What follows belongs to an exercise in optimizing a design on an open flow for small area; a production flow would make more cautious choices.
RTL that was checked went through simulation tests only; none was proved equivalent to the original.
The RTL of runs 1 to 4 was laid out without a check of its function.
No activity file was given, so power comes from the tool's default toggle rates.

<file path="flow/design.v">
module b12(
  input            clock,
  input            reset,
  input            start,
  input      [3:0] k,
  output reg       nloss,
  output reg [3:0] nl,
  output reg       speaker
);
  localparam [4:0]
    G0 = 5'd0,  G2 = 5'd1,  G3 = 5'd2,  G4 = 5'd3,  G5 = 5'd4,  G6 = 5'd5,
    G7 = 5'd6,  G8 = 5'd7,  G9 = 5'd8,  G10 = 5'd9, G10a = 5'd10, G11 = 5'd11,
    G12 = 5'd12, Ea = 5'd13, E0 = 5'd14, E1 = 5'd15, K0 = 5'd16, K1 = 5'd17,
    K2 = 5'd18, K3 = 5'd19, K4 = 5'd20, K5 = 5'd21, K6 = 5'd22, W0 = 5'd23,
    W1 = 5'd24;
  reg [4:0] st;
  reg [4:0] scan, mx, lvl;
  reg [5:0] cnt;
  reg [4:0] ph;
  reg [1:0] dout, din;
  reg [2:0] ctr;
  reg       s;
  reg [1:0] ring [0:31];
  wire cdone = (cnt == 6'd33);
  wire gphase = (st >= G3) && (st <= G12);
  wire kphase = (st >= K0) && (st <= K6);
  wire lphase = (st >= Ea) && (st <= E1);
  wire adv    = (st == G5) || (st == G6) || (st == G7) || (st == G10a) ||
                (st == G11) || (st == G12) || (st == G10) ||
                (st == K2) || (st == K3) || (st == K4);
  wire late   = (st == G10) && (cnt >= 6'd27);
  wire [4:0] fsrc = kphase ? mx : scan;
  wire [4:0] finc = fsrc + 5'd1;
  wire last   = (scan == mx);
  wire [4:0] nidx = (!kphase && last) ? 5'd0 : finc;
  wire [4:0] fidx = (lphase || late || st == G2) ? 5'd0 : adv ? nidx : fsrc;
  wire       hit  = (fidx[2:0] == ph[2:0]);
  wire [1:0] tsel = fidx[4:3] - ph[4:3];
  reg  [1:0] nxt;
  always @(posedge clock)
    if (hit) nxt <= ring[{tsel, 3'b000}];
  wire [1:0] rdat = (gphase && last) ? din : nxt;
  wire       kany = |k;
  wire [1:0] kidx = k[0] ? 2'd0 : k[1] ? 2'd1 : k[2] ? 2'd2 : 2'd3;
  integer i;
  always @(posedge clock) begin
    for (i = 0; i < 31; i = i + 1) ring[i] <= ring[i+1];
    ring[31] <= (gphase && ph == mx) ? din : ring[0];
  end
  always @(posedge clock) begin
    if (reset) ph <= 5'd0;
    else       ph <= ph + 5'd1;
  end
  always @(posedge clock) begin
    if (reset) begin
      st <= G0;
      scan <= 5'd0; mx <= 5'd0; lvl <= 5'd0; cnt <= 6'd0;
      dout <= 2'd0; din <= 2'd0;
    end else if (start) begin
      mx <= 5'd0; lvl <= 5'd0;
      st <= G2;
    end else begin
      case (st)
        G2: begin scan <= 5'd0; din <= ph[1:0]; st <= G3; end
        G3: st <= G4;
        G4: begin dout <= rdat; st <= G5; end
        G5: begin cnt <= {1'b0, lvl}; st <= G6; end
        G6: if (cdone) begin cnt <= {1'b0, lvl}; st <= G7; end
            else cnt <= cnt + 6'd1;
        G7: if (cdone) begin
              scan <= nidx; st <= last ? G8 : G3;
            end else cnt <= cnt + 6'd1;
        G8: begin cnt <= 6'd0; st <= G9; end
        G9: begin dout <= rdat; st <= G10; end
        G10: if (cdone) begin mx <= 5'd0; st <= K0; end
             else if (kany) begin
               cnt <= {1'b0, lvl};
               dout <= kidx;
               st <= (dout == kidx) ? G10a : Ea;
             end else cnt <= cnt + 6'd1;
        G10a: st <= G11;
        G11: if (cdone) begin cnt <= {1'b0, lvl}; st <= G12; end
             else cnt <= cnt + 6'd1;
        G12: if (cdone) begin
               if (!last) begin scan <= nidx; st <= G8; end
               else if (mx != 5'd31) begin mx <= mx + 5'd1; lvl <= lvl + 5'd1; st <= G2; end
               else begin cnt <= 6'd25; st <= W0; end
             end else cnt <= cnt + 6'd1;
        Ea: st <= E0;
        E0: if (cdone) begin cnt <= {1'b0, lvl}; st <= E1; end
            else cnt <= cnt + 6'd1;
        E1: if (cdone) begin mx <= 5'd0; st <= K0; end
            else cnt <= cnt + 6'd1;
        K0: st <= K1;
        K1: begin dout <= rdat; st <= K2; end
        K2: begin cnt <= {1'b0, lvl}; st <= K3; end
        K3: if (cdone) begin cnt <= {1'b0, lvl}; st <= K4; end
            else cnt <= cnt + 6'd1;
        K4: if (cdone) begin
              if (!last) begin mx <= nidx; st <= K0; end
              else begin cnt <= 6'd25; st <= K5; end
            end else cnt <= cnt + 6'd1;
        K5: if (cdone) begin cnt <= 6'd25; st <= K6; end
            else cnt <= cnt + 6'd1;
        K6: if (cdone) begin cnt <= 6'd25; st <= K5; end
            else cnt <= cnt + 6'd1;
        W0: if (cdone) begin cnt <= 6'd25; st <= W1; end
            else cnt <= cnt + 6'd1;
        W1: if (cdone) begin cnt <= 6'd25; st <= W0; end
            else cnt <= cnt + 6'd1;
        default: st <= G0;
      endcase
    end
  end
  wire lit  = (st == G6) || (st == G11) || (st == E0) || (st == K3) || (st == K5);
  wire play = lit || (st == G10a) || (st == Ea) || (st == W0);
  wire [2:0] thr = (st == W0) ? 3'd6 : (st == K5) ? 3'd1 : {1'b0, dout} + 3'd2;
  always @(*) begin
    nloss = (st >= Ea) && (st <= K6);
    nl = (st == W1) ? 4'b1111 : lit ? (4'b0001 << dout) : 4'b0000;
  end
  always @(posedge clock) begin
    if (reset) begin
      s <= 1'b0; speaker <= 1'b0; ctr <= 3'd0;
    end else if (play) begin
      if (ctr > thr) begin s <= ~s; speaker <= ~s; ctr <= 3'd0; end
      else ctr <= ctr + 3'd1;
    end else begin
      ctr <= 3'd0; speaker <= 1'b0;
    end
  end
endmodule
</file>
<file path="flow/run.sh">
#!/bin/bash
# synth_recipe.tcl (not shown) runs the flow's synth.tcl, then flattens the netlist and writes it again
# the make line also repeats each setting of config.mk as NAME=value (left out here)
make -C /OpenROAD-flow-scripts/flow DESIGN_CONFIG=/design/flow/config.mk WORK_HOME=/design/flow/orfs CLKGATE_MAP_FILE= SYNTH_SCRIPT=/design/flow/synth_recipe.tcl finish
</file>
<file path="flow/config.mk">
export PLATFORM = sky130hd
export DESIGN_NAME = b12
export DESIGN_NICKNAME = b12
export VERILOG_FILES = /design/flow/design.v
export SDC_FILE = /design/flow/constraint.sdc
export NUM_CORES = 4
export LEC_CHECK = 0
export ABC_AREA = 1
export CAP_MARGIN = 20
export CORE_MARGIN = 2
export CORE_UTILIZATION = 65
export CTS_BUF_LIST = sky130_fd_sc_hd__clkbuf_4 sky130_fd_sc_hd__clkbuf_8
export SLEW_MARGIN = 20
</file>
<file path="flow/constraint.sdc">
create_clock -name core_clock -period 5.0 [get_ports {clock}]
set_input_delay 1.0000 -clock core_clock [delete_from_list [all_inputs] [get_ports {clock}]]
set_output_delay 1.0000 -clock core_clock [all_outputs]
set_load 0.01 [all_outputs]
</file>
==> metrics.md, run 1 <==
| Metric | Value |
|---|---|
| Peak supply drop | 0.281 mV |
| F_max | 270 MHz |
| Num CTS Buffers | 9 |
| Post-synth EDFFs | 2 |
| Gr ovfl total | 0 |
| First-pass GRT wire length | 18,300 um |
| Fin util | 72.3% |
| Hold_sp | ring[27][0] |
| Vias | 3,961 |
| Outcome | finished clean |
| CP Max Fanout | 12 |
| PortBufs | 12 |
| Yosys warnings | 2 |
| Min-Delay Path Depth | 0 |
| Max Cap Viol | 0 |
| Compound-Gate Fraction of Synth Area | 14.5% |
| Die Y | 87.3 um |
| Detailed Route Iter0 Violations | 332 |
| Overall die width | 87.3 um |
| Netlist cell types | 46 |
| Flop-to-flop setup slack | 1490 ps |
| Slew Limit Fails | 0 |
| Tot Pwr | 1.40 mW |
| Vias in the first global route | 3,749 |
| Most common cell after layout, fill and taps aside | dfxtp_1 |
| CTS tree | done |
| Yosys reg bits | 106 |
| Hold crit path type | flip-flop to flip-flop |
| Mux cell area share after synthesis | 0% |
| Slowest CP cell | dfxtp_1 |
| Top delay family on crit path | simple AND/OR/NAND/NOR gates |
| Post-CTS Hold Buffers | 0 |
| Period utilization | 74.2% |
| Setup TNS Final | 0 ps |
| CTS H-tree lvls | 3 |
| Hold worst-path end | ring[26][0] |
| Seq/Total Area, Yosys | 47.5% |
| Final min period | 3710 ps |
| Routed wire length per instance | 17.0 um |
| RR Endpoint | nxt[0] |
| Pre-Repair DR Iteration Count | 5 |
| Worst-path cell chain | inv_2, nand3_2, nor2_1, nor3_2, inv_1, nor2_1, o31ai_1, clkdlybuf4s50_1 |
| WP data required | 4000 ps |
| Worst r2r src | st[0] |
| Longest Clk Path Bufs | 2 |
| Final hold vios | 0 |
| Worst-path clk slew | 120 ps |
| # Post-CTS Setup Buffers | 0 |
| Startpoint Class | flip-flop |
| DR vias/cell | 5.91 |
| Unrepaired setup endpoints after global routing | no |
| DP Wirelength | 8210 um |
| Die area | 7620 um2 |
| Main combinational cell family by area after synthesis | simple AND/OR/NAND/NOR gates |
| Most frequent cells in the layout | dfxtp_1, nand2_1, nor2_1 |
| Gpl congestion | 1.02 |
| Register area | 2140 um2 |
| Leak pwr | 1.99 nW |
| Syn nets | 587 |
| Post-CTS resize count | 0 |
| Worst Skew | 22.2 ps |
| P per Cell Area | 287 nW/um2 |
| Final setup viols | 0 |
| Initial antenna violation count | 0 |
| Synth Area in Adders | 3.33% |
| Cell Area, Placed | 4710 um2 |
| Worst hold slack | 314 ps |
| CP Capture Type | output pin |
| Synth Area per Inst | 7.94 um2 |
| Cell count after synthesis | 568 |
| Synth area leaders | dfxtp_1, nand2_1, nor2_1 |
| Fin nets | 605 |
| R2R cell count | 15 |
| Initial Utilization | 66.7% |
| Async set-reset flop share out of synthesis | 0% |
| P&R area growth vs syn | 8.32% |
| N_diodes | 0 |
| Final ANT Viol Nets | 0 |
| Slew headroom | 51.5% |
| Area leader, netlist | dfxtp_1 |
| Crit-path max cell delay | 630 ps |
| Multi-input logic area | 2070 um2 |
| Root Buffer | clkbuf_8 |
| Synthesized area | 4510 um2 |
| Layout cell share with drive strength beyond 1 | 9.49% |
| Critical Path Most Common Cell | nor2_1 |
| Main flop type after synthesis | dfxtp_1 |
| Latest clock arrival within the worst-skew pair | 380 ps |
| CORE AREA | 6760 um2 |
| Std-Cell Rows | 30 |
| Area share of the largest cell type after synthesis | 46.2% |
| Synth Area in Simple Gates | 24.4% |
| Xor and xnor area share after synthesis | 3.69% |
| Post-route cell area | 4880 um2 |
| Largest net degree at the start of global routing | 19 |
| # DRC | 0 |
| GRT Total Usage | 31.4% |
| Data arrival, critical path | 2710 ps |
| Top-level I/O count | 13 |
| Final wirelength | 11,400 um |
| Fillers | 519 |
| Clk sink count | 106 |
| Crit Path Class | flip-flop to output pin |
| Worst path bufs/invs | 3 |
| Worst-margin pin slew | 726 ps |
-- cell families after synthesis --
logic type                 after synthesis
adders and majority gates               12
and+or+nand+nor                        240
buffers and inverters                   77
DFF                                    106
AOI/OAI and AO/OA                      114
xor gates and xnor gates                19
-- metrics by stage --
step / setup WS [ps] / cells
5_1_grt: 1040 / 670
3_3_place_gp: 1810 / 655
3_5_place_dp: 1730 / 655
4_1_cts: 1310 / 670
2_1_floorplan: 2460 / 568
6_report: 1290 / 670
-- routing by layer --
layer / routed length, um / GRT usage, %
met5: 0 / 0
met4: 366 / 13.1
met3: 516 / 5.59
met2: 5660 / 54.1
met1: 4820 / 38.4
-- report_power, final --
part | internal (mW) | switching, mW | total [mW]
clock | 0.186 | 0.300 | 0.485
sequential | 0.857 | 0.00862 | 0.866
combinational | 0.0179 | 0.0335 | 0.0515
total | 1.06 | 0.342 | 1.40
-- state kept, by name, summed over array words and instances, names as in the netlist --
name     count
nxt          2
mx           5
cnt          6
s            1
st           5
lvl          5
speaker      1
ph           5
ctr          3
scan         5
din          2
ring        64
dout         2
-- synthesized netlist by cell type, types with 3 or more instances --
library cell,n
nand2_2,9
ha_1,12
a31oi_1,6
o31ai_1,4
inv_1,58
nand3_2,3
dfxtp_1,104
xnor2_1,7
o21ai_1,6
nand2_1,98
nor2_1,63
xor2_1,12
inv_2,13
o21ai_0,33
nand3_1,23
nor3_1,11
a21oi_1,46
o211ai_1,3
clkbuf_1,4
nor2_2,4
nand4_1,17
-- worst max-delay path by stage --
stage | start | depth (start not counted) | end | slack (ps)
CTS | st[4] | 8 | nl[1] | 1310
global placement | st[4] | 8 | nl[0] | 1810
finish | st[4] | 8 | nl[1] | 1290
detailed placement | st[4] | 8 | nl[1] | 1730
floorplan | st[3] | 14 | nxt[0] | 2460
global route | st[4] | 8 | nl[0] | 1040
-- cell type report --
type	instances	area share, %
flip-flops and latches	106	43.9
clock buffers	9	2.54
multi-input cells	385	42.5
repair buffers	12	2.46
well taps	80	2.05
inverters	72	5.58
clock inverters	6	1.05
==> run 2, diff against run 1 <==
--- a/flow/config.mk
+++ b/flow/config.mk
@@ -8,6 +8,5 @@
 export ABC_AREA = 1
 export CAP_MARGIN = 20
 export CORE_MARGIN = 2
-export CORE_UTILIZATION = 65
-export CTS_BUF_LIST = sky130_fd_sc_hd__clkbuf_4 sky130_fd_sc_hd__clkbuf_8
+export CORE_UTILIZATION = 40
 export SLEW_MARGIN = 20
==> run 2 against run 1 <==
Non-clock buffer count did not move. Via count decreased by 4.3%. Synthesized cell count did not move. Power is 19% higher. Combinational power increased by 1%. Critical path depth unchanged. Final cell count grew 9.1%. Worst hold slack improved by 11 ps. Largest power group unchanged. Highest routed layer unchanged. Sequential cell count is the same. Sequential power hardly changed.
==> metrics.md, run 2 <==
| Metric | Value |
|---|---|
| Outcome | finished clean |
| Latest clock arrival within the worst-skew pair | 340 ps (-40 ps) |
| Die Y | 110 um (+26%) |
| Pre-Repair DR Iteration Count | 5 (unchanged) |
| Detailed Route Iter0 Violations | 217 (-35%) |
| Final wirelength | 10,700 um (-6.1%) |
| Data arrival, critical path | 2680 ps (-30 ps) |
| Root Buffer | clkbuf_16 |
| Flop-to-flop setup slack | 1840 ps (+350 ps) |
| Min-Delay Path Depth | 0 (unchanged) |
| PortBufs | 12 (unchanged) |
| Cell count after synthesis | 568 (unchanged) |
| Unrepaired setup endpoints after global routing | no |
| Num CTS Buffers | 9 (unchanged) |
| Gpl congestion | 0.937 (-7.7%) |
| F_max | 271 MHz (+0.68%) |
| DP Wirelength | 7970 um (-3.0%) |
| Post-route cell area | 5110 um2 (+4.7%) |
| # DRC | 0 (unchanged) |
| Yosys reg bits | 106 (unchanged) |
| Period utilization | 73.7% (-0.50 points) |
| Post-CTS Hold Buffers | 0 (unchanged) |
| Main flop type after synthesis | dfxtp_1 |
| Top-level I/O count | 13 (unchanged) |
| Largest register FFs | 64 (unchanged) |
| Overall die width | 110 um (+26%) |
| Most frequent cells in the layout | dfxtp_1, nand2_1, nor2_1 |
| Synthesized area | 4510 um2 (unchanged) |
| Final min period | 3680 ps (-24.9 ps) |
| Most frequent cells after synthesis | dfxtp_1, nand2_1, nor2_1, inv_1, a21oi_1 |
| N_diodes | 0 (unchanged) |
| Layout cell share with drive strength beyond 1 | 9.64% (+0.15 points) |
| Area share of the largest cell type after synthesis | 46.2% (unchanged) |
| Fin util | 46.8% (-26 points) |
| Hold worst-path end | ring[5][0] |
| Gate power share | 3.1% (-0.6 points) |
| Worst path bufs/invs | 3 (unchanged) |
| Synth area leaders | dfxtp_1, nand2_1, nor2_1 |
| Hold_sp | ring[6][0] |
| Tot Pwr | 1.67 mW (+19%) |
| CTS tree | done |
| Slowest CP cell | dfxtp_1 |
| Seq pwr share | 51.8% (-9.9 points) |
| Vias in the first global route | 3,527 (-5.9%) |
| Leak pwr | 2.06 nW (+3.5%) |
| Final hold vios | 0 (unchanged) |
| Worst Skew | 5.24 ps (-16.9 ps) |
| Peak supply drop | 0.251 mV (-11%) |
| Largest net degree at the start of global routing | 21 (+2) |
| Fin nets | 605 (unchanged) |
| Setup TNS Final | 0 ps (unchanged) |
| Die area | 12,100 um2 (+59%) |
| RR Endpoint | nxt[0] |
| Critical Path Most Common Cell | nor2_1 |
| Synth Area per Inst | 7.94 um2 (unchanged) |
| Fin cells | 731 (+9.1%) |
| Gr ovfl total | 0 (unchanged) |
| Clock power share | 45.1% (+10 points) |
| P per Cell Area | 326 nW/um2 (+14%) |
| Fillers | 1,102 (+110%) |
| Worst-path cell chain | inv_2, nand3_2, nor2_1, nor3_2, inv_1, nor2_1, o31ai_1, clkdlybuf4s50_1 |
| GRT Total Usage | 18.6% (-13 points) |
| First-pass GRT wire length | 17,100 um (-6.7%) |
| Int Power | 1.29 mW (+22%) |
| Netlist cell types | 46 (unchanged) |
| R2R cell count | 15 (unchanged) |
| Std-Cell Rows | 38 (+27%) |
| Yosys warnings | 2 (unchanged) |
| Async set-reset flop share out of synthesis | 0% (unchanged) |
| Slew Limit Fails | 0 (unchanged) |
| Crit-path max cell delay | 610 ps (-20 ps) |
| CTS H-tree lvls | 3 (unchanged) |
| Sw Share | 22.6% (-1.7 points) |
| Area leader, netlist | dfxtp_1 |
| Top delay family on crit path | simple AND/OR/NAND/NOR gates |
| Slew headroom | 51.9% (+0.42 points) |
| Routed wire length per instance | 14.6 um (-14%) |
| CP Capture Type | output pin |
| Most common cell in the netlist | dfxtp_1 |
| Initial Utilization | 41.2% (-26 points) |
| Sw power | 0.378 mW (+11%) |
| Placed insts | 715 (+9.2%) |
| Cell Area, Placed | 4780 um2 (+1.6%) |
| Worst-margin pin slew | 719 ps (-6.33 ps) |
| Vias | 3,792 (-4.3%) |
| Clk sink count | 106 (unchanged) |
| Syn nets | 587 (unchanged) |
| Worst r2r src | st[0] |
| DR vias/cell | 5.19 (-12%) |
| P&R area growth vs syn | 13.4% |
| Seq/Total Area, Yosys | 47.5% (unchanged) |
| Startpoint Class | flip-flop |
| CP Max Fanout | 12 (unchanged) |
| Crit Path Class | flip-flop to output pin |
| Final ANT Viol Nets | 0 (unchanged) |
| Max Cap Viol | 0 (unchanged) |
| # Post-CTS Setup Buffers | 0 (unchanged) |
| Largest registers | ring (64), cnt (6) |
| Post-synth EDFFs | 2 (unchanged) |
| Longest Clk Path Bufs | 2 (unchanged) |
| Initial antenna violation count | 0 (unchanged) |
| WP data required | 4000 ps (about the same) |
| Worst-path clk slew | 80 ps (-40 ps) |
| Largest Register | ring |
| Final setup viols | 0 (unchanged) |
| Most common cell after layout, fill and taps aside | dfxtp_1 |
| Hold crit path type | flip-flop to flip-flop |
| CORE AREA | 10,900 um2 (+62%) |
| Post-CTS resize count | 0 (unchanged) |
run 2: cell counts after synthesis:
Identical to the previous run, type by type.
run 2: logic make-up (layout without fill, tap and decap cells):
logic type                 Yosys count  after routing  synth area share (%)
buffers and inverters               77            100                  6.49
and+or+nand+nor                    240            240                  24.4
AOI/OAI and AO/OA                  114            114                  14.5
adders and majority gates           12             12                  3.33
xor gates and xnor gates            19             19                  3.69
DFF                                106            106                  47.5
run 2: worst max-delay path by stage:
stage / startpoint / depth (start not counted) / to
floorplan: st[3] / 14 / nxt[0]
global placement: st[4] / 8 / nl[1]
detailed placement: st[4] / 8 / nl[0]
CTS: st[4] / 8 / nl[0]
global route: st[4] / 8 / nl[0]
finish: st[4] / 8 / nl[0]
run 2: per-stage QoR:
stage               hold slack (ps)  setup slack [ps]
floorplan                       310              2460
global placement                311              1790
detailed placement              312              1680
CTS                             330              1290
global route                    335              1080
finish                          325              1320
run 2: metal layers:
layer	global-route usage [%]	share of wire, %
met1	23.7	48
met2	31.4	47
met3	3.82	3.5
met4	6.34	1.3
met5	0	0
run 2: power groups by stage:
stage	clock network [mW]	registers [mW]	logic, mW
3_5_place_dp	0	0.884	0.0514
6_report	0.753	0.864	0.0522
2_1_floorplan	0	0.881	0.0352
5_1_grt	0.804	0.865	0.0579
4_1_cts	0.776	0.864	0.0518
3_3_place_gp	0	0.884	0.0509
run 2: layout make-up:
type | count | area [um2] | area share (%)
clock buffers | 10 | 239 | 4.67
well taps | 140 | 175 | 3.42
multi-input cells | 385 | 2070 | 40.6
repair buffers | 12 | 120 | 2.35
flip-flops and latches | 106 | 2140 | 41.9
clock inverters | 6 | 91.3 | 1.79
inverters | 72 | 273 | 5.33
==> run 3, diff against run 2 <==
--- a/flow/config.mk
+++ b/flow/config.mk
@@ -8,5 +8,8 @@
 export ABC_AREA = 1
 export CAP_MARGIN = 20
 export CORE_MARGIN = 2
-export CORE_UTILIZATION = 40
+export CORE_UTILIZATION = 70
+export CTS_BUF_LIST = sky130_fd_sc_hd__clkbuf_16
+export CTS_CLUSTER_DIAMETER = 200
+export CTS_CLUSTER_SIZE = 50
 export SLEW_MARGIN = 20
==> run 3 against run 2 <==
Synthesized area is the same. Clock skew grew 2.4 ps. Critical path depth is the same. Core utilization grew 33 points. First-iteration DRC count grew 82%. Combinational power grew 1%. Setup slack lost 5.3 ps. Clock power shrank 4.8%. Non-clock buffer count is the same. Power shrank 2.0%. Register-to-register slack lost 270 ps. Critical endpoint is now nl[2]. Largest power group unchanged.
==> metrics.md, run 3 <==
| Metric | Value |
|---|---|
| Outcome | finished clean |
| Clk sink count | 106 (unchanged) |
| Most frequent cells in the layout | dfxtp_1, nand2_1, nor2_1 |
| P&R area growth vs syn | 11.4% |
| Vias in the first global route | 3,921 (+11%) |
| Data arrival, critical path | 2690 ps (about the same) |
| GRT Total Usage | 32.9% (+14 points) |
| Most common cell in the netlist | dfxtp_1 |
| Post-CTS Hold Buffers | 0 (unchanged) |
| Cell count after synthesis | 568 (unchanged) |
| Largest registers | ring (64), cnt (6) |
| Num CTS Buffers | 9 (unchanged) |
| Initial Utilization | 71.8% (+31 points) |
| Largest register FFs | 64 (unchanged) |
| Min-Delay Path Depth | 0 (unchanged) |
| Layout cell share with drive strength beyond 1 | 9.64% (unchanged) |
| PortBufs | 12 (unchanged) |
| Longest Clk Path Bufs | 2 (unchanged) |
| Fin nets | 605 (unchanged) |
| Synth area leaders | dfxtp_1, nand2_1, nor2_1 |
| WP data required | 4000 ps (about the same) |
| CTS tree | done |
| Slew headroom | 51.5% (-0.41 points) |
| R2R cell count | 15 (unchanged) |
| Hold crit path type | flip-flop to flip-flop |
| P per Cell Area | 325 nW/um2 (-0.29%) |
| Worst Skew | 7.61 ps (+2.37 ps) |
| Worst hold slack | 330 ps (+4.61 ps) |
| Main flop type after synthesis | dfxtp_1 |
| Std-Cell Rows | 29 (-24%) |
| DR vias/cell | 6.15 (+19%) |
| # DRC | 0 (unchanged) |
| Worst slack at placement | 1720 ps (+39.2 ps) |
| Peak supply drop | 0.320 mV (+28%) |
| Post-synth EDFFs | 2 (unchanged) |
| Area share of the largest cell type after synthesis | 46.2% (unchanged) |
| Slew Limit Fails | 0 (unchanged) |
| Gpl congestion | 0.985 (+5.1%) |
| Post-CTS resize count | 0 (unchanged) |
| Final hold vios | 0 (unchanged) |
| # Post-CTS Setup Buffers | 0 (unchanged) |
| Final setup margin | 1310 ps (-5.35 ps) |
| Final wirelength | 11,600 um (+8.3%) |
| Synth Area per Inst | 7.94 um2 (unchanged) |
| Setup TNS Final | 0 ps (unchanged) |
| Routed wire length per instance | 17.3 um (+18%) |
| Initial antenna violation count | 0 (unchanged) |
| Die Y | 84.3 um (-24%) |
| Pre-Repair DR Iteration Count | 6 (+1) |
| Yosys reg bits | 106 (unchanged) |
| Worst-margin pin slew | 726 ps (+6.09 ps) |
| CORE AREA | 6280 um2 (-43%) |
| First-pass GRT wire length | 18,600 um (+8.5%) |
| Unrepaired setup endpoints after global routing | no |
| Most common cell after layout, fill and taps aside | dfxtp_1 |
| Async set-reset flop share out of synthesis | 0% (unchanged) |
| Final ANT Viol Nets | 0 (unchanged) |
| CTS H-tree lvls | 3 (unchanged) |
| Max Cap Viol | 0 (unchanged) |
| F_max | 271 MHz (-0.15%) |
| Leak pwr | 2.05 nW (-0.37%) |
| Crit Path Class | flip-flop to output pin |
| Vias | 4,110 (+8.4%) |
| Syn nets | 587 (unchanged) |
| Synthesized area | 4510 um2 (unchanged) |
| Latest clock arrival within the worst-skew pair | 350 ps (about the same) |
| Worst-path clk slew | 80 ps (about the same) |
| Final setup viols | 0 (unchanged) |
| Period utilization | 73.8% (+0.11 points) |
| Netlist cell types | 46 (unchanged) |
| Die area | 7100 um2 (-42%) |
| Gr ovfl total | 0 (unchanged) |
| Area leader, netlist | dfxtp_1 |
| DP Wirelength | 8150 um (+2.3%) |
| Largest Register | ring |
| Top-level I/O count | 13 (unchanged) |
| Final min period | 3690 ps (+5.35 ps) |
| Detailed Route Iter0 Violations | 395 (+82%) |
| Overall die width | 84.3 um (-24%) |
| Tot Pwr | 1.64 mW (-2.0%) |
| Startpoint Class | flip-flop |
| CP Capture Type | output pin |
| Root Buffer | clkbuf_16 |
| Most frequent cells after synthesis | dfxtp_1, nand2_1, nor2_1, inv_1, a21oi_1 |
| Largest net degree at the start of global routing | 23 (+9.5%) |
| Yosys warnings | 2 (unchanged) |
| Seq/Total Area, Yosys | 47.5% (unchanged) |
| CP Max Fanout | 12 (unchanged) |
| N_diodes | 0 (unchanged) |
[run 3: where the power goes]
part	switching, mW	internal [mW]	leakage [nW]
clock	0.356	0.361	0.153
sequential	0.00891	0.857	0.860
combinational	0.0347	0.0181	1.04
[run 3: critical path: stages (launching register included)]
cell	delay (ps)
dfxtp_1	620
inv_2	190
nand3_2	220
nor2_1	100
nor3_2	270
inv_1	70
nor2_1	270
o31ai_1	110
clkdlybuf4s50_1	480
[run 3: logic make-up (layout without fill, tap and decap cells)]
logic type / after synthesis / count (layout) / share of synthesized area, %
flip-flops: 106 / 106 / 47.5
AND/OR/NAND/NOR: 240 / 240 / 24.4
adder cells (fa/ha/maj): 12 / 12 / 3.33
AO/OA/AOI/OAI: 114 / 114 / 14.5
buffers and inverters: 77 / 100 / 6.49
XOR/XNOR: 19 / 19 / 3.69
[run 3: routing by layer]
| metal | GRT usage (%) | part of all wire, % | vias to the layer above |
|---|---|---|---|
| met5 | 0 | 0 | - |
| met4 | 17.2 | 4.8 | 0 |
| met3 | 6.29 | 8.0 | 70 |
| met2 | 54.6 | 48 | 266 |
| met1 | 40.8 | 40 | 1845 |
| li1 | - | - | 1929 |
[run 3: worst paths after layout]
kind	from	end	slack (ps)
max	st[4]	nl[2]	1310
min	ring[25][0]	ring[24][0]	330
max reg2reg	mx[3]	nxt[1]	1570
min reg2reg	ring[25][0]	ring[24][0]	330
[run 3: area by class of cell]
| cell class | instances | area (um2) |
|---|---|---|
| clock buffers | 9 | 225 |
| clock inverters | 7 | 93.8 |
| fillers | 377 | 1250 |
| inverters | 72 | 273 |
| multi-input cells | 385 | 2070 |
| flip-flops and latches | 106 | 2140 |
| well taps | 77 | 96.3 |
| repair buffers | 12 | 120 |
[run 3: metrics by stage]
| step | instances | instance area [um2] | util, % |
|---|---|---|---|
| after global placement | 652 | 4710 | 75.0 |
| final | 668 | 5020 | 80.0 |
| after global routing | 668 | 5020 | 80.0 |
| after floorplan | 568 | 4510 | - |
| after detailed placement | 652 | 4710 | 75.0 |
| after CTS | 668 | 5020 | 80.0 |
==> run 4, diff against run 3 <==
--- a/flow/config.mk
+++ b/flow/config.mk
@@ -8,8 +8,7 @@
 export ABC_AREA = 1
 export CAP_MARGIN = 20
 export CORE_MARGIN = 2
-export CORE_UTILIZATION = 70
-export CTS_BUF_LIST = sky130_fd_sc_hd__clkbuf_16
-export CTS_CLUSTER_DIAMETER = 200
-export CTS_CLUSTER_SIZE = 50
+export CORE_UTILIZATION = 80
+export CTS_BUF_LIST = sky130_fd_sc_hd__clkbuf_8
+export CTS_CLUSTER_SIZE = 30
 export SLEW_MARGIN = 20
==> run 4 against run 3 <==
Clock power is 25% lower. Sequential cell count unchanged. Critical endpoint is now nxt[1]. Core utilization is 9.6 points higher. Largest cell class unchanged. Largest power group unchanged. Final area is 2.3% lower. Setup slack lost 130 ps. Worst hold slack improved by 1.3 ps.
==> metrics.md, run 4 <==
| Metric | Value |
|---|---|
| Outcome | finished clean |
| Max Cap Viol | 0 (unchanged) |
| CP Capture Type | flip-flop |
| Final setup margin | 1180 ps (-125 ps) |
| Most frequent cells after synthesis | dfxtp_1, nand2_1, nor2_1, inv_1, a21oi_1 |
| Worst-margin pin slew | 759 ps (+33.7 ps) |
| Latest clock arrival within the worst-skew pair | 380 ps (+30 ps) |
| CTS H-tree lvls | 3 (unchanged) |
| Initial antenna violation count | 0 (unchanged) |
| Gate power share | 3.8% (+0.6 points) |
| Cell Area, Placed | 4700 um2 (-0.13%) |
| CP Max Fanout | 12 (unchanged) |
| Most common cell in the netlist | dfxtp_1 |
| Fin util | 89.7% (+9.6 points) |
| Final hold vios | 0 (unchanged) |
| Synth Area in Adders | 3.33% (unchanged) |
| P&R area growth vs syn | 8.82% |
| Unrepaired setup endpoints after global routing | no |
| Cell count after synthesis | 568 (unchanged) |
| Seq pwr share | 59.4% (+6.5 points) |
| F_max | 262 MHz (-3.3%) |
| Routed wire length per instance | 19.4 um (+12%) |
| Synth Area per Inst | 7.94 um2 (unchanged) |
| Gpl congestion | 1.09 (+10%) |
| Post-route cell area | 4910 um2 (-2.3%) |
| Slew headroom | 49.2% (-2.3 points) |
| Layout cell share with drive strength beyond 1 | 9.64% (unchanged) |
| Startpoint Class | flip-flop |
| Synthesized area | 4510 um2 (unchanged) |
| N_diodes | 0 (unchanged) |
| Vias | 4,361 (+6.1%) |
| Netlist cell types | 46 (unchanged) |
| Vias in the first global route | 4,142 (+5.6%) |
| Post-synth EDFFs | 2 (unchanged) |
| Longest Clk Path Bufs | 2 (unchanged) |
| Std-Cell Rows | 27 (-6.9%) |
| Num CTS Buffers | 9 (unchanged) |
| Yosys reg bits | 106 (unchanged) |
| Final ANT Viol Nets | 0 (unchanged) |
| Overall die width | 79.1 um (-6.2%) |
| Hold crit path type | flip-flop to flip-flop |
| Detailed Route Iter0 Violations | 605 (+53%) |
| Tot Pwr | 1.46 mW (-11%) |
| Pre-Repair DR Iteration Count | 7 (+1) |
| Area share of the largest cell type after synthesis | 46.2% (unchanged) |
| Worst hold slack | 331 ps (+1.35 ps) |
| Final min period | 3820 ps (+125 ps) |
| Gr ovfl total | 0 (unchanged) |
| P per Cell Area | 297 nW/um2 (-8.7%) |
| Mux cell area share after synthesis | 0% (unchanged) |
| Sw Share | 24.7% (+0.31 points) |
| Leak pwr | 2.00 nW (-2.3%) |
| Data arrival, critical path | 3930 ps (+1240 ps) |
| Main combinational cell family by area after synthesis | simple AND/OR/NAND/NOR gates |
| PortBufs | 12 (unchanged) |
| Post-CTS resize count | 0 (unchanged) |
| Synth Area in Simple Gates | 24.4% (unchanged) |
| Fin nets | 605 (unchanged) |
| Async set-reset flop share out of synthesis | 0% (unchanged) |
| Xor and xnor area share after synthesis | 3.69% (unchanged) |
| Placed insts | 647 (-0.77%) |
| Crit Path Class | flip-flop to flip-flop |
| Area leader, netlist | dfxtp_1 |
| Syn nets | 587 (unchanged) |
| Peak supply drop | 0.370 mV (+16%) |
| Die Y | 79.1 um (-6.2%) |
| Post-CTS Hold Buffers | 0 (unchanged) |
| Final setup viols | 0 (unchanged) |
| Yosys warnings | 2 (unchanged) |
| Root Buffer | clkbuf_8 |
| Synth area leaders | dfxtp_1, nand2_1, nor2_1 |
| Die area | 6250 um2 (-12%) |
| First-pass GRT wire length | 20,300 um (+9.1%) |
| Worst-path clk slew | 110 ps (+30 ps) |
| Clk sink count | 106 (unchanged) |
| Largest net degree at the start of global routing | 20 (-13%) |
| Sw power | 0.361 mW (-9.7%) |
| CTS tree | done |
| GRT Total Usage | 42.7% (+9.8 points) |
| Clock power share | 36.8% (-7.1 points) |
| Worst Skew | 14.0 ps (+6.37 ps) |
| Int Power | 1.10 mW (-11%) |
| Largest Register | ring |
| Seq/Total Area, Yosys | 47.5% (unchanged) |
| Worst slack at placement | 1580 ps (-136 ps) |
| Largest register FFs | 64 (unchanged) |
| Final wirelength | 12,800 um (+11%) |
| DP Wirelength | 8260 um (+1.4%) |
| Setup TNS Final | 0 ps (unchanged) |
| Largest registers | ring (64), cnt (6) |
| Most frequent cells in the layout | dfxtp_1, nand2_1, nor2_1 |
| # Post-CTS Setup Buffers | 0 (unchanged) |
| CORE AREA | 5470 um2 (-13%) |
| # DRC | 0 (unchanged) |
| Compound-Gate Fraction of Synth Area | 14.5% (unchanged) |
| Initial Utilization | 82.4% (+11 points) |
| Main flop type after synthesis | dfxtp_1 |
| DR vias/cell | 6.58 (+6.9%) |
| Fin cells | 663 (-0.75%) |
| Slew Limit Fails | 0 (unchanged) |
| Most common cell after layout, fill and taps aside | dfxtp_1 |
| Fillers | 238 (-37%) |
| WP data required | 5110 ps (+1110 ps) |
| Period utilization | 76.3% (+2.5 points) |
| Top-level I/O count | 13 (unchanged) |
run 4: worst max-delay path: stages, from the launching register on:
cell and delay, ps:
dfxtp_1 670, nand3_2 340, o21ai_0 510, nand3_1 190, a31oi_1 510, o21ai_0 220, ha_1 240, xnor2_1 210
inv_1 70, nand2_1 190, nand2_1 150, nand3_1 120, nand4_1 130
run 4: power by group through the flow:
stage	combinational (mW)	clock [mW]	sequential [mW]
final	0.0554	0.537	0.867
after global routing	0.0594	0.564	0.868
after CTS	0.0531	0.529	0.866
after detailed placement	0.0509	0	0.885
after global placement	0.0469	0	0.884
after floorplan	0.0352	0	0.881
run 4: worst paths after layout:
| kind | startpoint | endpoint | slack [ps] | depth (start not counted) |
|---|---|---|---|---|
| min reg2reg | ring[28][0] | ring[27][0] | 330 | 0 |
| max | st[4] | nxt[1] | 1180 | 12 |
| min | ring[28][0] | ring[27][0] | 330 | 0 |
| max reg2reg | st[4] | nxt[1] | 1180 | 12 |
run 4: cell families (layout without fill, tap and decap cells):
| family | Yosys count | in the layout |
|---|---|---|
| AOI/OAI and AO/OA | 114 | 114 |
| adders and majority gates | 12 | 12 |
| buffers and inverters | 77 | 100 |
| and+or+nand+nor | 240 | 240 |
| DFF | 106 | 106 |
| xor gates and xnor gates | 19 | 19 |
run 4: final cells by class:
cell class | count | area (um2) | share of cell area, %
Clock buffer | 11 | 151 | 3.09
Clock inverter | 5 | 56.3 | 1.15
Inverter | 72 | 273 | 5.56
Multi-Input combinational cell | 385 | 2070 | 42.3
Sequential cell | 106 | 2140 | 43.7
Tap cell | 72 | 90.1 | 1.84
Timing Repair Buffer | 12 | 120 | 2.45
run 4: layer usage:
layer,part of all wire [%],routed length (um),vias up,global-route usage (%)
met1,35,4540,1953,48.9
li1,-,-,1925,-
met5,0,0,-,0
met2,47,6080,363,73.0
met3,10,1340,120,8.52
met4,6.8,874,0,27.1
==> run 5, diff against run 4 <==
--- a/flow/design.v
+++ b/flow/design.v
@@ -23,23 +23,9 @@
   reg [1:0] ring [0:31];
   wire cdone = (cnt == 6'd33);
   wire gphase = (st >= G3) && (st <= G12);
-  wire kphase = (st >= K0) && (st <= K6);
-  wire lphase = (st >= Ea) && (st <= E1);
-  wire adv    = (st == G5) || (st == G6) || (st == G7) || (st == G10a) ||
-                (st == G11) || (st == G12) || (st == G10) ||
-                (st == K2) || (st == K3) || (st == K4);
-  wire late   = (st == G10) && (cnt >= 6'd27);
-  wire [4:0] fsrc = kphase ? mx : scan;
-  wire [4:0] finc = fsrc + 5'd1;
-  wire last   = (scan == mx);
-  wire [4:0] nidx = (!kphase && last) ? 5'd0 : finc;
-  wire [4:0] fidx = (lphase || late || st == G2) ? 5'd0 : adv ? nidx : fsrc;
-  wire       hit  = (fidx[2:0] == ph[2:0]);
-  wire [1:0] tsel = fidx[4:3] - ph[4:3];
-  reg  [1:0] nxt;
-  always @(posedge clock)
-    if (hit) nxt <= ring[{tsel, 3'b000}];
-  wire [1:0] rdat = (gphase && last) ? din : nxt;
+  wire [4:0] ridx = gphase ? scan : mx;
+  wire [4:0] pidx = ridx - ph;
+  wire [1:0] rdat = (gphase && scan == mx) ? din : ring[pidx];
   wire       kany = |k;
   wire [1:0] kidx = k[0] ? 2'd0 : k[1] ? 2'd1 : k[2] ? 2'd2 : 2'd3;
   integer i;
@@ -68,7 +54,8 @@
         G6: if (cdone) begin cnt <= {1'b0, lvl}; st <= G7; end
             else cnt <= cnt + 6'd1;
         G7: if (cdone) begin
-              scan <= nidx; st <= last ? G8 : G3;
+              if (scan != mx) begin scan <= scan + 5'd1; st <= G3; end
+              else begin scan <= 5'd0; st <= G8; end
             end else cnt <= cnt + 6'd1;
         G8: begin cnt <= 6'd0; st <= G9; end
         G9: begin dout <= rdat; st <= G10; end
@@ -82,7 +69,7 @@
         G11: if (cdone) begin cnt <= {1'b0, lvl}; st <= G12; end
              else cnt <= cnt + 6'd1;
         G12: if (cdone) begin
-               if (!last) begin scan <= nidx; st <= G8; end
+               if (scan != mx) begin scan <= scan + 5'd1; st <= G8; end
                else if (mx != 5'd31) begin mx <= mx + 5'd1; lvl <= lvl + 5'd1; st <= G2; end
                else begin cnt <= 6'd25; st <= W0; end
              end else cnt <= cnt + 6'd1;
@@ -97,7 +84,7 @@
         K3: if (cdone) begin cnt <= {1'b0, lvl}; st <= K4; end
             else cnt <= cnt + 6'd1;
         K4: if (cdone) begin
-              if (!last) begin mx <= nidx; st <= K0; end
+              if (mx != scan) begin mx <= mx + 5'd1; st <= K0; end
               else begin cnt <= 6'd25; st <= K5; end
             end else cnt <= cnt + 6'd1;
         K5: if (cdone) begin cnt <= 6'd25; st <= K6; end
==> flow/config.mk (replaced) <==
export PLATFORM = sky130hd
export DESIGN_NAME = b12
export DESIGN_NICKNAME = b12
export VERILOG_FILES = /design/flow/design.v
export SDC_FILE = /design/flow/constraint.sdc
export NUM_CORES = 4
export LEC_CHECK = 0
export CAP_MARGIN = 20
export CORE_MARGIN = 2
export CORE_UTILIZATION = 40
export SLEW_MARGIN = 20
==> run 5 against run 4 <==
Register-to-register slack lost 550 ps. Final area grew 19%. Final cell count grew 20%. Fmax shrank 13%. Still clean on timing, DRC and antenna.
==> metrics.md, run 5 <==
| Metric | Value |
|---|---|
| Outcome | finished clean |
| Period utilization | 87.3% (+11 points) |
| CORE AREA | 12,700 um2 (+130%) |
| # Post-CTS Setup Buffers | 0 (unchanged) |
| Busiest grt layer | met2 |
| Synthesized area | 5270 um2 (+17%) |
| Root Buffer | clkbuf_16 |
| Largest registers | ring (64), cnt (6) |
| Worst-path cell chain | o211a_1, a211oi_4, mux2_2, ha_1, and3b_1, o21ai_0, and2_1, nor2_1, a32o_1, o32a_1, a2111oi_2, o22ai_1 |
| Worst Skew | 7.68 ps (-6.29 ps) |
| Largest register FFs | 64 (unchanged) |
| CP Capture Type | flip-flop |
| Tot Pwr | 1.80 mW (+23%) |
| Unrepaired setup endpoints after global routing | no |
| Area share of the largest cell type after synthesis | 39.5% (-6.7 points) |
| Worst-margin pin slew | 832 ps (+73.2 ps) |
| Routed wire length per instance | 16.7 um (-14%) |
| PortBufs | 12 (unchanged) |
| CTS tree | done |
| P per Cell Area | 309 nW/um2 (+4.0%) |
| Initial antenna violation count | 0 (unchanged) |
| Detailed Route Iter0 Violations | 473 (-22%) |
| GRT Total Usage | 19.1% (-24 points) |
| Die area | 14,100 um2 (+130%) |
| Crit-path max cell delay | 660 ps (about the same) |
| Met1 Track Usage GR | 27.8% (-21 points) |
| Post-CTS Hold Buffers | 0 (unchanged) |
| Netlist cell types | 67 (+46%) |
| Area leader, netlist | dfxtp_1 |
| Most frequent cells after synthesis | dfxtp_1, nor2_1, nand2_1, nand3_1, o21ai_0 |
| GR Util met2 | 28.0% (-45 points) |
| Cell count after synthesis | 624 (+9.9%) |
| Seq/Total Area, Yosys | 39.5% (-8.0 points) |
| Final hold vios | 0 (unchanged) |
| Initial Utilization | 41.4% (-41 points) |
| Final min period | 4370 ps (+551 ps) |
| Top delay family on crit path | compound AO/OA/AOI/OAI gates |
| P&R area growth vs syn | 10.4% |
| Gr ovfl total | 0 (unchanged) |
| Clk sink count | 104 (-1.9%) |
| Layout cell share with drive strength beyond 1 | 6.91% (-2.7 points) |
| Startpoint Class | flip-flop |
| Leak pwr | 2.14 nW (+6.7%) |
| DR vias/cell | 5.80 (-12%) |
| Synth Area per Inst | 8.45 um2 (+6.4%) |
| Gpl congestion | 0.869 (-20%) |
| Data arrival, critical path | 4590 ps (+660 ps) |
| # DRC | 0 (unchanged) |
| Latest clock arrival within the worst-skew pair | 350 ps (-30 ps) |
| Most common cell in the netlist | dfxtp_1 |
| Die Y | 119 um (+50%) |
| Most frequent cells in the layout | dfxtp_1, nor2_1, nand2_1 |
| First-pass GRT wire length | 22,000 um (+8.7%) |
| CTS H-tree lvls | 3 (unchanged) |
| Vias | 4,609 (+5.7%) |
| Slew Limit Fails | 0 (unchanged) |
| Syn nets | 647 (+10%) |
| Main flop type after synthesis | dfxtp_1 |
| Setup TNS Final | 0 ps (unchanged) |
| Vias in the first global route | 4,272 (+3.1%) |
| Pre-Repair DR Iteration Count | 5 (-2) |
| N_diodes | 0 (unchanged) |
| Largest net degree at the start of global routing | 36 (+80%) |
| Final setup viols | 0 (unchanged) |
| Longest Clk Path Bufs | 2 (unchanged) |
| Largest Register | ring |
| Async set-reset flop share out of synthesis | 0% (unchanged) |
| CP Max Fanout | 20 (+8) |
| Fin nets | 641 (+6.0%) |
| Std-Cell Rows | 41 (+52%) |
| Worst path bufs/invs | 0 (-1) |
| Synth area leaders | dfxtp_1, nor2_1, nand2_1 |
| Final ANT Viol Nets | 0 (unchanged) |
| Slowest CP cell | and2_1 |
| Post-synth EDFFs | 0 (-2) |
| WP data required | 5220 ps (+110 ps) |
| Max Cap Viol | 0 (unchanged) |
| Most common cell after layout, fill and taps aside | dfxtp_1 |
| Hold crit path type | flip-flop to flip-flop |
| DP Wirelength | 9210 um (+11%) |
| Crit Path Class | flip-flop to flip-flop |
| Final wirelength | 13,300 um (+3.6%) |
| Top-level I/O count | 13 (unchanged) |
| Met3 Usage GRT | 4.30% (-4.2 points) |
| Post-CTS resize count | 0 (unchanged) |
| F_max | 229 MHz (-13%) |
| Yosys reg bits | 104 (-1.9%) |
| Yosys warnings | 2 (unchanged) |
| Slew headroom | 44.0% (-5.2 points) |
| Num CTS Buffers | 9 (unchanged) |
| Overall die width | 119 um (+50%) |
| Peak supply drop | 0.174 mV (-53%) |
| Worst-path clk slew | 70 ps (-40 ps) |
| Fin util | 45.8% (-44 points) |
## run 5: cell count changes in the layout (fill, tap and decap cells not counted), moves of 10 or more
cell,before,now
nand2_1,98,54
inv_1,58,19
a21oi_1,46,32
mux2i_1,0,14
nor2b_1,0,14
inv_2,13,0
and3_1,0,11
clkbuf_8,11,0
nand3_1,23,34
nand2b_1,0,10
## run 5: cells by family after synthesis
logic type / synth area share [%]
adder cells (fa/ha/maj): 4.13
AO/OA/AOI/OAI: 18.8
XOR/XNOR: 5.84
multiplexers: 4.58
AND/OR/NAND/NOR: 22.6
flip-flops: 39.5
buffers and inverters: 4.51
## run 5: per-layer routing
layer,share of wire (%),vias up
met2,43,167
met5,0,-
met4,1.4,0
met1,49,2175
li1,-,2244
met3,6.1,23
## run 5: path summary, 6_finish.rpt
| check | depth (start not counted) | slack, ps | endpoint | startpoint |
|---|---|---|---|---|
| worst min register to register | 0 | 350 | ring[27][0] | ring[28][0] |
| worst min-delay path | 0 | 350 | ring[27][0] | ring[28][0] |
| worst max-delay path | 12 | 630 | dout[0] | st[1] |
| worst max register to register | 12 | 630 | dout[0] | st[1] |
## run 5: layout make-up
class	instances	area, um2
Fill cell	1259	6900
Multi-Input combinational cell	463	2960
Sequential cell	104	2080
Clock buffer	9	225
Tap cell	172	215
Timing Repair Buffer	21	188
Clock inverter	6	80.1
Inverter	19	71.3
## run 5: report_power, final
| part | internal (mW) | switching [mW] |
|---|---|---|
| logic | 0.0770 | 0.159 |
| registers | 0.836 | 0.00932 |
| clock network | 0.393 | 0.325 |
## run 5: through the flow
| stage | setup WS, ps | hold slack (ps) | cell area, um2 | cells |
|---|---|---|---|---|
| after global routing | 304 | 354 | 5820 | 794 |
| after detailed placement | 675 | 334 | 5520 | 779 |
| after global placement | 868 | 329 | 5510 | 779 |
| after floorplan | 1260 | 323 | 5270 | 624 |
| after CTS | 647 | 352 | 5820 | 794 |
| final | 633 | 349 | 5820 | 794 |

-- static timing again, ports no longer ideal --
No port has a modelled driver above. Below, the same layouts with a new extraction and two added sets of constraints. Step 1 assumes that a clkbuf_16 drives the clock port and a buf_2 every other input. Step 2, shift: input delay + t, output delay - t, t = (earliest + latest rising clock arrival at the registers) / 2. This alone moves slack from input paths to output paths. a / b / c = ideal ports / drivers / drivers and shift; a / b = the first two.
run | t, ns | setup slack, ns | hold WS [ns]
run 1 | 0.407 | 1.290 / 1.256 / 1.493 | 0.314 / 0.314 / 0.314
run 2 | 0.381 | 1.315 / 1.274 / 1.655 | 0.325 / 0.325 / 0.325
run 3 | 0.382 | 1.310 / 1.273 / 1.569 | 0.330 / 0.330 / 0.330
run 4 | 0.402 | 1.184 / 1.184 / 1.184 | 0.331 / 0.331 / 0.331
run 5 | 0.389 | 0.633 / 0.633 / 0.633 | 0.349 / 0.349 / 0.349
After both steps setup and hold are still met in every run listed.
